Context: an optimization exercise on an open-source flow, tuned for small area, a short achievable clock period and few clock cycles per item. The choices shown serve that exercise and are no tape-out recipe. In this exercise RTL edits were held to simulation tests only and were not proved equivalent to the original.

==> v30 <==
Design tfg_modmul, start of the top module:
module tfg_modmul
(
    input                 clk     ,
    input                 rst_n   ,
    input                 i_valid ,
    input       [61:0]    i_a     ,
    input       [61:0]    i_b     ,
    input       [61:0]    i_q     ,
    input       [62:0]    i_t     ,
    output                o_valid ,
    output      [61:0]    o_res
);
clock: 18.0 ns
lec_check: 0
cap_margin: 20
core_margin: 2
core_utilization: 50
slew_margin: 20
synth_hierarchical: 1
standard.sh (not shown) runs the stock make flow with config.mk's settings and CLKGATE_MAP_FILE= SYNTH_SCRIPT=/design/flow/synth_recipe.tcl, a recipe that flattens the netlist after the stock synthesis.
==> flow/flow/run.sh <==
#!/bin/bash
set -euo pipefail
bash standard.sh SETUP_SLACK_MARGIN=12.5 finish > orfs_make.log 2>&1
==> v21 (differences from v30) <==
--- a/flow/design.v
+++ b/flow/design.v
@@ -983,25 +983,156 @@
 assign s[119] = p0[119] ^ g419;
 assign s[120] = p0[120] ^ g420;
 assign s[121] = p0[121] ^ g421;
 assign s[122] = p0[122] ^ g422;
 assign s[123] = p0[123] ^ g423;
 assign co = g424;
 endmodule
-module tfg_add63_sk (input [62:0] a, input [62:0] b, output [62:0] s, output co);
+module tfg_blkgp63_8 (input [62:0] a, input [62:0] b, output [7:0] g, output [7:0] p);
 wire [62:0] p0 = a ^ b;
 wire [62:0] g0 = a & b;
 wire g1 = g0[1] | (p0[1] & g0[0]);
 wire p1 = p0[1] & p0[0];
 wire g2 = g0[3] | (p0[3] & g0[2]);
 wire p2 = p0[3] & p0[2];
 wire g3 = g0[5] | (p0[5] & g0[4]);
 wire p3 = p0[5] & p0[4];
 wire g4 = g0[7] | (p0[7] & g0[6]);
 wire p4 = p0[7] & p0[6];
+wire g5 = g2 | (p2 & g1);
+wire p5 = p2 & p1;
+wire g6 = g4 | (p4 & g3);
+wire p6 = p4 & p3;
+wire g7 = g6 | (p6 & g5);
+wire p7 = p6 & p5;
+assign g[0] = g7;
+assign p[0] = p7;
+wire g8 = g0[9] | (p0[9] & g0[8]);
+wire p8 = p0[9] & p0[8];
+wire g9 = g0[11] | (p0[11] & g0[10]);
+wire p9 = p0[11] & p0[10];
+wire g10 = g0[13] | (p0[13] & g0[12]);
+wire p10 = p0[13] & p0[12];
+wire g11 = g0[15] | (p0[15] & g0[14]);
+wire p11 = p0[15] & p0[14];
+wire g12 = g9 | (p9 & g8);
+wire p12 = p9 & p8;
+wire g13 = g11 | (p11 & g10);
+wire p13 = p11 & p10;
+wire g14 = g13 | (p13 & g12);
+wire p14 = p13 & p12;
+assign g[1] = g14;
+assign p[1] = p14;
+wire g15 = g0[17] | (p0[17] & g0[16]);
+wire p15 = p0[17] & p0[16];
+wire g16 = g0[19] | (p0[19] & g0[18]);
+wire p16 = p0[19] & p0[18];
+wire g17 = g0[21] | (p0[21] & g0[20]);
+wire p17 = p0[21] & p0[20];
+wire g18 = g0[23] | (p0[23] & g0[22]);
+wire p18 = p0[23] & p0[22];
+wire g19 = g16 | (p16 & g15);
+wire p19 = p16 & p15;
+wire g20 = g18 | (p18 & g17);
+wire p20 = p18 & p17;
+wire g21 = g20 | (p20 & g19);
+wire p21 = p20 & p19;
+assign g[2] = g21;
+assign p[2] = p21;
+wire g22 = g0[25] | (p0[25] & g0[24]);
+wire p22 = p0[25] & p0[24];
+wire g23 = g0[27] | (p0[27] & g0[26]);
+wire p23 = p0[27] & p0[26];
+wire g24 = g0[29] | (p0[29] & g0[28]);
+wire p24 = p0[29] & p0[28];
+wire g25 = g0[31] | (p0[31] & g0[30]);
+wire p25 = p0[31] & p0[30];
+wire g26 = g23 | (p23 & g22);
+wire p26 = p23 & p22;
+wire g27 = g25 | (p25 & g24);
+wire p27 = p25 & p24;
+wire g28 = g27 | (p27 & g26);
+wire p28 = p27 & p26;
+assign g[3] = g28;
+assign p[3] = p28;
+wire g29 = g0[33] | (p0[33] & g0[32]);
+wire p29 = p0[33] & p0[32];
+wire g30 = g0[35] | (p0[35] & g0[34]);
+wire p30 = p0[35] & p0[34];
+wire g31 = g0[37] | (p0[37] & g0[36]);
+wire p31 = p0[37] & p0[36];
+wire g32 = g0[39] | (p0[39] & g0[38]);
+wire p32 = p0[39] & p0[38];
+wire g33 = g30 | (p30 & g29);
+wire p33 = p30 & p29;
+wire g34 = g32 | (p32 & g31);
+wire p34 = p32 & p31;
+wire g35 = g34 | (p34 & g33);
+wire p35 = p34 & p33;
+assign g[4] = g35;
+assign p[4] = p35;
+wire g36 = g0[41] | (p0[41] & g0[40]);
+wire p36 = p0[41] & p0[40];
+wire g37 = g0[43] | (p0[43] & g0[42]);
+wire p37 = p0[43] & p0[42];
+wire g38 = g0[45] | (p0[45] & g0[44]);
+wire p38 = p0[45] & p0[44];
+wire g39 = g0[47] | (p0[47] & g0[46]);
+wire p39 = p0[47] & p0[46];
+wire g40 = g37 | (p37 & g36);
+wire p40 = p37 & p36;
+wire g41 = g39 | (p39 & g38);
+wire p41 = p39 & p38;
+wire g42 = g41 | (p41 & g40);
+wire p42 = p41 & p40;
+assign g[5] = g42;
+assign p[5] = p42;
+wire g43 = g0[49] | (p0[49] & g0[48]);
+wire p43 = p0[49] & p0[48];
+wire g44 = g0[51] | (p0[51] & g0[50]);
+wire p44 = p0[51] & p0[50];
+wire g45 = g0[53] | (p0[53] & g0[52]);
+wire p45 = p0[53] & p0[52];
+wire g46 = g0[55] | (p0[55] & g0[54]);
+wire p46 = p0[55] & p0[54];
+wire g47 = g44 | (p44 & g43);
+wire p47 = p44 & p43;
+wire g48 = g46 | (p46 & g45);
+wire p48 = p46 & p45;
+wire g49 = g48 | (p48 & g47);
+wire p49 = p48 & p47;
+assign g[6] = g49;
+assign p[6] = p49;
+wire g50 = g0[57] | (p0[57] & g0[56]);
+wire p50 = p0[57] & p0[56];
+wire g51 = g0[59] | (p0[59] & g0[58]);
+wire p51 = p0[59] & p0[58];
+wire g52 = g0[61] | (p0[61] & g0[60]);
+wire p52 = p0[61] & p0[60];
+wire g53 = g51 | (p51 & g50);
+wire p53 = p51 & p50;
+wire g54 = g0[62] | (p0[62] & g52);
+wire p54 = p0[62] & p52;
+wire g55 = g54 | (p54 & g53);
+wire p55 = p54 & p53;
+assign g[7] = g55;
+assign p[7] = p55;
+endmodule
+module tfg_add63_skc (input [62:0] a, input [62:0] b, input ci, output [62:0] s, output co);
+wire [62:0] p0 = a ^ b;
+wire [62:0] g0 = a & b;
+wire gc0 = g0[0] | (p0[0] & ci);
+wire g1 = g0[1] | (p0[1] & gc0);
+wire p1 = p0[1] & p0[0];
+wire g2 = g0[3] | (p0[3] & g0[2]);
+wire p2 = p0[3] & p0[2];
+wire g3 = g0[5] | (p0[5] & g0[4]);
+wire p3 = p0[5] & p0[4];
+wire g4 = g0[7] | (p0[7] & g0[6]);
+wire p4 = p0[7] & p0[6];
 wire g5 = g0[9] | (p0[9] & g0[8]);
 wire p5 = p0[9] & p0[8];
 wire g6 = g0[11] | (p0[11] & g0[10]);
 wire p6 = p0[11] & p0[10];
 wire g7 = g0[13] | (p0[13] & g0[12]);
 wire p7 = p0[13] & p0[12];
 wire g8 = g0[15] | (p0[15] & g0[14]);
@@ -1358,16 +1489,16 @@
 wire p183 = p152 & p140;
 wire g184 = g153 | (p153 & g140);
 wire p184 = p153 & p140;
 wire g185 = g154 | (p154 & g140);
 wire p185 = p154 & p140;
 wire g186 = g155 | (p155 & g140);
 wire p186 = p155 & p140;
-assign s[0] = p0[0] ^ 1'b0;
-assign s[1] = p0[1] ^ g0[0];
+assign s[0] = p0[0] ^ ci;
+assign s[1] = p0[1] ^ gc0;
 assign s[2] = p0[2] ^ g1;
 assign s[3] = p0[3] ^ g32;
 assign s[4] = p0[4] ^ g33;
 assign s[5] = p0[5] ^ g63;
 assign s[6] = p0[6] ^ g64;
 assign s[7] = p0[7] ^ g65;
 assign s[8] = p0[8] ^ g66;
@@ -1423,19 +1554,18 @@
 assign s[58] = p0[58] ^ g181;
 assign s[59] = p0[59] ^ g182;
 assign s[60] = p0[60] ^ g183;
 assign s[61] = p0[61] ^ g184;
 assign s[62] = p0[62] ^ g185;
 assign co = g186;
 endmodule
-module tfg_add63_skc (input [62:0] a, input [62:0] b, input ci, output [62:0] s, output co);
+module tfg_add63_sk (input [62:0] a, input [62:0] b, output [62:0] s, output co);
 wire [62:0] p0 = a ^ b;
 wire [62:0] g0 = a & b;
-wire gc0 = g0[0] | (p0[0] & ci);
-wire g1 = g0[1] | (p0[1] & gc0);
+wire g1 = g0[1] | (p0[1] & g0[0]);
 wire p1 = p0[1] & p0[0];
 wire g2 = g0[3] | (p0[3] & g0[2]);
 wire p2 = p0[3] & p0[2];
 wire g3 = g0[5] | (p0[5] & g0[4]);
 wire p3 = p0[5] & p0[4];
 wire g4 = g0[7] | (p0[7] & g0[6]);
 wire p4 = p0[7] & p0[6];
@@ -1799,16 +1929,16 @@
 wire p183 = p152 & p140;
 wire g184 = g153 | (p153 & g140);
 wire p184 = p153 & p140;
 wire g185 = g154 | (p154 & g140);
 wire p185 = p154 & p140;
 wire g186 = g155 | (p155 & g140);
 wire p186 = p155 & p140;
-assign s[0] = p0[0] ^ ci;
-assign s[1] = p0[1] ^ gc0;
+assign s[0] = p0[0] ^ 1'b0;
+assign s[1] = p0[1] ^ g0[0];
 assign s[2] = p0[2] ^ g1;
 assign s[3] = p0[3] ^ g32;
 assign s[4] = p0[4] ^ g33;
 assign s[5] = p0[5] ^ g63;
 assign s[6] = p0[6] ^ g64;
 assign s[7] = p0[7] ^ g65;
 assign s[8] = p0[8] ^ g66;
@@ -8317,15 +8447,16 @@
 tfg_add124_sk u_add (.a(r0), .b(r1), .s(p), .co(pco));
 endmodule
 module tfg_red_t (
     input [62:0] ah,
     input [23:0] cfg,
     output [62:0] h0,
     output [62:0] h1,
-    output c
+    output [7:0] lg,
+    output [7:0] lp
 );
 wire [93:0] v0 = {31'b0, ah} << cfg[22:18];
 wire [93:0] x0 = v0 ^ {94{cfg[23]}};
 wire n1 = ~cfg[23];
 wire [93:0] v1 = {31'b0, ah} << cfg[16:12];
 wire [93:0] x1 = v1 ^ {94{cfg[17]}};
 wire n2 = ~cfg[17];
@@ -8997,31 +9128,50 @@
 assign n635 = ~ah[61];
 assign n636 = ah[61];
 wire n637, n638;
 assign n637 = ~ah[62];
 assign n638 = ah[62];
 wire [125:0] r0 = {n636, n634, n632, n630, n628, n626, n624, n622, n620, n618, n616, n614, n612, n610, n608, n606, n604, n602, n600, n598, n596, n594, n592, n590, n588, n586, n584, n582, n580, n578, n576, n574, n572, n570, n568, n566, n564, n562, n560, n558, n556, n554, n552, n550, n548, n546, n544, n542, n540, n538, n536, n534, n532, n530, n528, n526, n524, n522, n520, n518, n516, n514, n512, n510, n508, n506, n504, n502, n500, n498, n496, n494, n492, n490, n488, n486, n484, n482, n480, n478, n476, n474, n472, n470, n468, n466, n464, n462, n460, n458, n456, n454, n452, n450, n448, n446, n444, n442, n440, n438, n436, n434, n432, n430, n428, n426, n424, n422, n420, n418, n416, n414, n412, n410, n408, n406, n404, n402, n400, n398, n396, n394, n392, n390, n388, n387};
 wire [125:0] r1 = {n637, n635, n633, n631, n629, n627, n625, n623, n621, n619, n617, n615, n613, n611, n609, n607, n605, n603, n601, n599, n597, n595, n593, n591, n589, n587, n585, n583, n581, n579, n577, n575, n573, n571, n569, n567, n565, n563, n561, n559, n557, n555, n553, n551, n549, n547, n545, n543, n541, n539, n537, n535, n533, n531, n529, n527, n525, n523, n521, n519, n517, n515, n513, n511, n509, n507, n505, n503, n501, n499, n497, n495, n493, n491, n489, n487, n485, n483, n481, n479, n477, n475, n473, n471, n469, n467, n465, n463, n461, n459, n457, n455, n453, n451, n449, n447, n445, n443, n441, n439, n437, n435, n433, n431, n429, n427, n425, n423, n421, n419, n417, n415, n413, n411, n409, n407, n405, n403, n401, n399, n397, n395, n393, n391, n389, cfg[5]};
-wire [62:0] lo;
-tfg_add63_sk u_lo (.a(r0[62:0]), .b(r1[62:0]), .s(lo), .co(c));
+tfg_blkgp63_8 u_lo (.a(r0[62:0]), .b(r1[62:0]), .g(lg), .p(lp));
 assign h0 = r0[125:63];
 assign h1 = r1[125:63];
 endmodule
-module tfg_red_l (
+module tfg_red_al (
     input [62:0] h0,
     input [62:0] h1,
-    input c,
+    input [7:0] lg,
+    input [7:0] lp,
+    output [62:0] al
+);
+wire alco;
+wire cg1 = lg[1] | (lp[1] & lg[0]);
+wire cp1 = lp[1] & lp[0];
+wire cg2 = lg[3] | (lp[3] & lg[2]);
+wire cp2 = lp[3] & lp[2];
+wire cg3 = lg[5] | (lp[5] & lg[4]);
+wire cp3 = lp[5] & lp[4];
+wire cg4 = lg[7] | (lp[7] & lg[6]);
+wire cp4 = lp[7] & lp[6];
+wire cg5 = cg2 | (cp2 & cg1);
+wire cp5 = cp2 & cp1;
+wire cg6 = cg4 | (cp4 & cg3);
+wire cp6 = cp4 & cp3;
+wire cg7 = cg6 | (cp6 & cg5);
+wire cp7 = cp6 & cp5;
+wire c = cg7;
+tfg_add63_skc u_al (.a(h0), .b(h1), .ci(c), .s(al), .co(alco));
+endmodule
+module tfg_red_l (
+    input [62:0] al,
     input [62:0] plo,
     input [11:0] cfg,
     output [62:0] s0,
     output [62:0] s1
 );
-wire [62:0] al;
-wire alco;
-tfg_add63_skc u_al (.a(h0), .b(h1), .ci(c), .s(al), .co(alco));
 wire [62:0] nal = ~al;
 wire [62:0] u0 = al << cfg[10:6];
 wire [62:0] y0 = u0 ^ {63{~cfg[11]}};
 wire n1 = ~cfg[11];
 wire [62:0] u1 = al << cfg[4:0];
 wire [62:0] y1 = u1 ^ {63{~cfg[5]}};
 wire n2 = ~cfg[5];
@@ -9438,15 +9588,15 @@
     input       [61:0]    i_a     ,
     input       [61:0]    i_b     ,
     input       [61:0]    i_q     ,
     input       [62:0]    i_t     ,
     output                o_valid ,
     output      [61:0]    o_res
 );
-localparam LAT = 6;
+localparam LAT = 7;
 reg  [LAT-1:0]  vld;
 always @(posedge clk or negedge rst_n)
 begin
     if (!rst_n)
         vld <= 0;
     else
         vld <= {vld[LAT-2:0], i_valid};
@@ -9467,39 +9617,44 @@
     assign enc[3*gi]   = b0 ^ bm;
     assign enc[3*gi+1] = (b1 & ~b0 & ~bm) | (~b1 & b0 & bm);
     assign enc[3*gi+2] = b1;
 end endgenerate
 reg  [368-1:0] r_cut;
 reg  [123:0]    r_p;
 reg  [62:0]     r_h0, r_h1, r_plo;
-reg             r_c;
+reg  [8-1:0]   r_lg, r_lp;
+reg  [62:0]     r_al, r_plo2;
 reg  [62:0]     r_s0, r_s1;
 reg  [61:0]     r_res;
 wire [368-1:0] cut;
 wire [123:0]    p;
-wire [62:0]     h0, h1, s0, s1;
-wire            c;
+wire [62:0]     h0, h1, al, s0, s1;
+wire [8-1:0]   lg, lp;
 wire [61:0]     res;
 tfg_mul_pp u_pp  (.a_in(r_a), .enc(r_enc), .b61(r_b61), .cut(cut));
 tfg_mul_fin u_fin (.cut(r_cut), .p(p));
-tfg_red_t  u_t   (.ah(r_p[123:61]), .cfg(cfg_t[23:0]), .h0(h0), .h1(h1), .c(c));
-tfg_red_l  u_l   (.h0(r_h0), .h1(r_h1), .c(r_c), .plo(r_plo), .cfg(cfg_t[35:24]), .s0(s0), .s1(s1));
+tfg_red_t  u_t   (.ah(r_p[123:61]), .cfg(cfg_t[23:0]), .h0(h0), .h1(h1), .lg(lg), .lp(lp));
+tfg_red_al u_al  (.h0(r_h0), .h1(r_h1), .lg(r_lg), .lp(r_lp), .al(al));
+tfg_red_l  u_l   (.al(r_al), .plo(r_plo2), .cfg(cfg_t[35:24]), .s0(s0), .s1(s1));
 tfg_red_f  u_f   (.s0(r_s0), .s1(r_s1), .q(cfg_q), .res(res));
 always @(posedge clk)
 begin
     cfg_q <= i_q;
     cfg_t <= i_t[35:0];
     r_a   <= i_a;
     r_enc <= enc;
     r_b61 <= i_b[61];
     r_cut <= cut;
     r_p   <= p;
     r_h0  <= h0;
     r_h1  <= h1;
-    r_c   <= c;
+    r_lg  <= lg;
+    r_lp  <= lp;
     r_plo <= r_p[62:0];
+    r_al  <= al;
+    r_plo2 <= r_plo;
     r_s0  <= s0;
     r_s1  <= s1;
     r_res <= res;
 end
 assign o_res = r_res;
 endmodule
==> flow/flow/run.sh (replaced) <==
#!/bin/bash
set -euo pipefail
bash standard.sh SETUP_SLACK_MARGIN=13.3 finish > orfs_make.log 2>&1
Settings changed: CORE_UTILIZATION 50 to 65.
==> v7 (differences from v30) <==
--- a/flow/design.v
+++ b/flow/design.v
@@ -9002,26 +9002,30 @@
 wire [125:0] r0 = {n636, n634, n632, n630, n628, n626, n624, n622, n620, n618, n616, n614, n612, n610, n608, n606, n604, n602, n600, n598, n596, n594, n592, n590, n588, n586, n584, n582, n580, n578, n576, n574, n572, n570, n568, n566, n564, n562, n560, n558, n556, n554, n552, n550, n548, n546, n544, n542, n540, n538, n536, n534, n532, n530, n528, n526, n524, n522, n520, n518, n516, n514, n512, n510, n508, n506, n504, n502, n500, n498, n496, n494, n492, n490, n488, n486, n484, n482, n480, n478, n476, n474, n472, n470, n468, n466, n464, n462, n460, n458, n456, n454, n452, n450, n448, n446, n444, n442, n440, n438, n436, n434, n432, n430, n428, n426, n424, n422, n420, n418, n416, n414, n412, n410, n408, n406, n404, n402, n400, n398, n396, n394, n392, n390, n388, n387};
 wire [125:0] r1 = {n637, n635, n633, n631, n629, n627, n625, n623, n621, n619, n617, n615, n613, n611, n609, n607, n605, n603, n601, n599, n597, n595, n593, n591, n589, n587, n585, n583, n581, n579, n577, n575, n573, n571, n569, n567, n565, n563, n561, n559, n557, n555, n553, n551, n549, n547, n545, n543, n541, n539, n537, n535, n533, n531, n529, n527, n525, n523, n521, n519, n517, n515, n513, n511, n509, n507, n505, n503, n501, n499, n497, n495, n493, n491, n489, n487, n485, n483, n481, n479, n477, n475, n473, n471, n469, n467, n465, n463, n461, n459, n457, n455, n453, n451, n449, n447, n445, n443, n441, n439, n437, n435, n433, n431, n429, n427, n425, n423, n421, n419, n417, n415, n413, n411, n409, n407, n405, n403, n401, n399, n397, n395, n393, n391, n389, cfg[5]};
 wire [62:0] lo;
 tfg_add63_sk u_lo (.a(r0[62:0]), .b(r1[62:0]), .s(lo), .co(c));
 assign h0 = r0[125:63];
 assign h1 = r1[125:63];
 endmodule
-module tfg_red_l (
+module tfg_red_al (
     input [62:0] h0,
     input [62:0] h1,
     input c,
+    output [62:0] al
+);
+wire alco;
+tfg_add63_skc u_al (.a(h0), .b(h1), .ci(c), .s(al), .co(alco));
+endmodule
+module tfg_red_l (
+    input [62:0] al,
     input [62:0] plo,
     input [11:0] cfg,
     output [62:0] s0,
     output [62:0] s1
 );
-wire [62:0] al;
-wire alco;
-tfg_add63_skc u_al (.a(h0), .b(h1), .ci(c), .s(al), .co(alco));
 wire [62:0] nal = ~al;
 wire [62:0] u0 = al << cfg[10:6];
 wire [62:0] y0 = u0 ^ {63{~cfg[11]}};
 wire n1 = ~cfg[11];
 wire [62:0] u1 = al << cfg[4:0];
 wire [62:0] y1 = u1 ^ {63{~cfg[5]}};
 wire n2 = ~cfg[5];
@@ -9438,15 +9442,15 @@
     input       [61:0]    i_a     ,
     input       [61:0]    i_b     ,
     input       [61:0]    i_q     ,
     input       [62:0]    i_t     ,
     output                o_valid ,
     output      [61:0]    o_res
 );
-localparam LAT = 6;
+localparam LAT = 7;
 reg  [LAT-1:0]  vld;
 always @(posedge clk or negedge rst_n)
 begin
     if (!rst_n)
         vld <= 0;
     else
         vld <= {vld[LAT-2:0], i_valid};
@@ -9468,38 +9472,42 @@
     assign enc[3*gi+1] = (b1 & ~b0 & ~bm) | (~b1 & b0 & bm);
     assign enc[3*gi+2] = b1;
 end endgenerate
 reg  [368-1:0] r_cut;
 reg  [123:0]    r_p;
 reg  [62:0]     r_h0, r_h1, r_plo;
 reg             r_c;
+reg  [62:0]     r_al, r_plo2;
 reg  [62:0]     r_s0, r_s1;
 reg  [61:0]     r_res;
 wire [368-1:0] cut;
 wire [123:0]    p;
-wire [62:0]     h0, h1, s0, s1;
+wire [62:0]     h0, h1, al, s0, s1;
 wire            c;
 wire [61:0]     res;
 tfg_mul_pp u_pp  (.a_in(r_a), .enc(r_enc), .b61(r_b61), .cut(cut));
 tfg_mul_fin u_fin (.cut(r_cut), .p(p));
 tfg_red_t  u_t   (.ah(r_p[123:61]), .cfg(cfg_t[23:0]), .h0(h0), .h1(h1), .c(c));
-tfg_red_l  u_l   (.h0(r_h0), .h1(r_h1), .c(r_c), .plo(r_plo), .cfg(cfg_t[35:24]), .s0(s0), .s1(s1));
+tfg_red_al u_al  (.h0(r_h0), .h1(r_h1), .c(r_c), .al(al));
+tfg_red_l  u_l   (.al(r_al), .plo(r_plo2), .cfg(cfg_t[35:24]), .s0(s0), .s1(s1));
 tfg_red_f  u_f   (.s0(r_s0), .s1(r_s1), .q(cfg_q), .res(res));
 always @(posedge clk)
 begin
     cfg_q <= i_q;
     cfg_t <= i_t[35:0];
     r_a   <= i_a;
     r_enc <= enc;
     r_b61 <= i_b[61];
     r_cut <= cut;
     r_p   <= p;
     r_h0  <= h0;
     r_h1  <= h1;
     r_c   <= c;
     r_plo <= r_p[62:0];
+    r_al  <= al;
+    r_plo2 <= r_plo;
     r_s0  <= s0;
     r_s1  <= s1;
     r_res <= res;
 end
 assign o_res = r_res;
 endmodule
==> flow/flow/run.sh (replaced) <==
#!/bin/bash
set -euo pipefail
bash standard.sh SETUP_SLACK_MARGIN=13 finish > orfs_make.log 2>&1
==> flow_summary.yaml <==
timing:
  finClkSkew_ns: 0.116
  finalHoldViolCount: 0
layout:
  drive_gt1_share_pct: 14.8
setup_path:
  critPathSlowestCell: "fa_1"
  cp-startpoint: "cfg_t[19]"
routing:
  drtIter0Drc: 20300
  wire_per_inst_um: 38.4
synth:
  syn_avg_cell_area_sq_um: 11.0
run_status:
  status: "timing/DRC/antenna clean"
Source of the figures above: v30

==> flow_summary.yaml <==
run_status:
  status: "aborted with a tool error"
  lastStage: "5_1_grt"
  tool.error: "[ERROR GRT-0232] Routing congestion too high. Check the congestion heatmap in the GUI."
place:
  pre_cts_slack_ns: 12.20
  port_buffers: 287
cts:
  cts_resized: 683
  cts_root_buf: "clkbuf_16"
  cts_made_buffers: 150
  cts_hold_buf: 0
  clockBufferDepth: 4
  cts_max_level: 4
floorplanning:
  die_w_um: 500
  initial_core_util_pct: 65.5
synth:
  syn_avg_cell_area_sq_um: 11.1
Source of the figures above: v21

==> flow_summary.yaml <==
run_status:
  status: "timing/DRC/antenna clean"
layout:
  largest_register: "r_cut"
  drive_gt1_share_pct: 14.8
  nNonClkInverters: 629
timing:
  finalHoldViolCount: 0
  finClkSkew_ns: 0.0707
routing:
  wire_per_inst_um: 39.2
global_routing:
  grt_max_degree: 73
synth:
  syn_avg_cell_area_sq_um: 11.1
setup_path:
  cp-startpoint: "cfg_t[10]"
Source of the figures above: v7

Testbench counts of v30, summed over its fixed seeds: cycles 12,048, items 12,000.
Testbench counts of v21, summed over its fixed seeds: cycles 12,056, items 12,000.
Testbench counts of v7, summed over its fixed seeds: cycles 12,056, items 12,000.

afterwards: timing with drivers on the ports:
How much do the figures lean on ideal ports? The routed layouts below were timed once more, with nothing changed but the port constraints.
Step 1 (the two cells are an assumption about what drives the block):
set clk [get_ports {clk}]
set_driving_cell -lib_cell sky130_fd_sc_hd__clkbuf_16 $clk
set_driving_cell -lib_cell sky130_fd_sc_hd__buf_2 [delete_from_list [all_inputs] $clk]
Step 2 moves the port delays by t, midway between the first and last clock arrival at a register: inputs arrive t later, outputs are due t later. That takes back most of the time a late clock gives input paths.
Three values: no drivers, after step 1, after step 2; two values: the first two.
| run | t, ns | setup WS [ns] | cell pins on the clock port's net |
|---|---|---|---|
| v30 | 0.949 | 12.203 / 12.203 / 12.203 | 1 |
| v7 | 0.980 | 12.318 / 12.318 / 12.318 | 1 |
After both steps setup and hold are still met in every run listed.
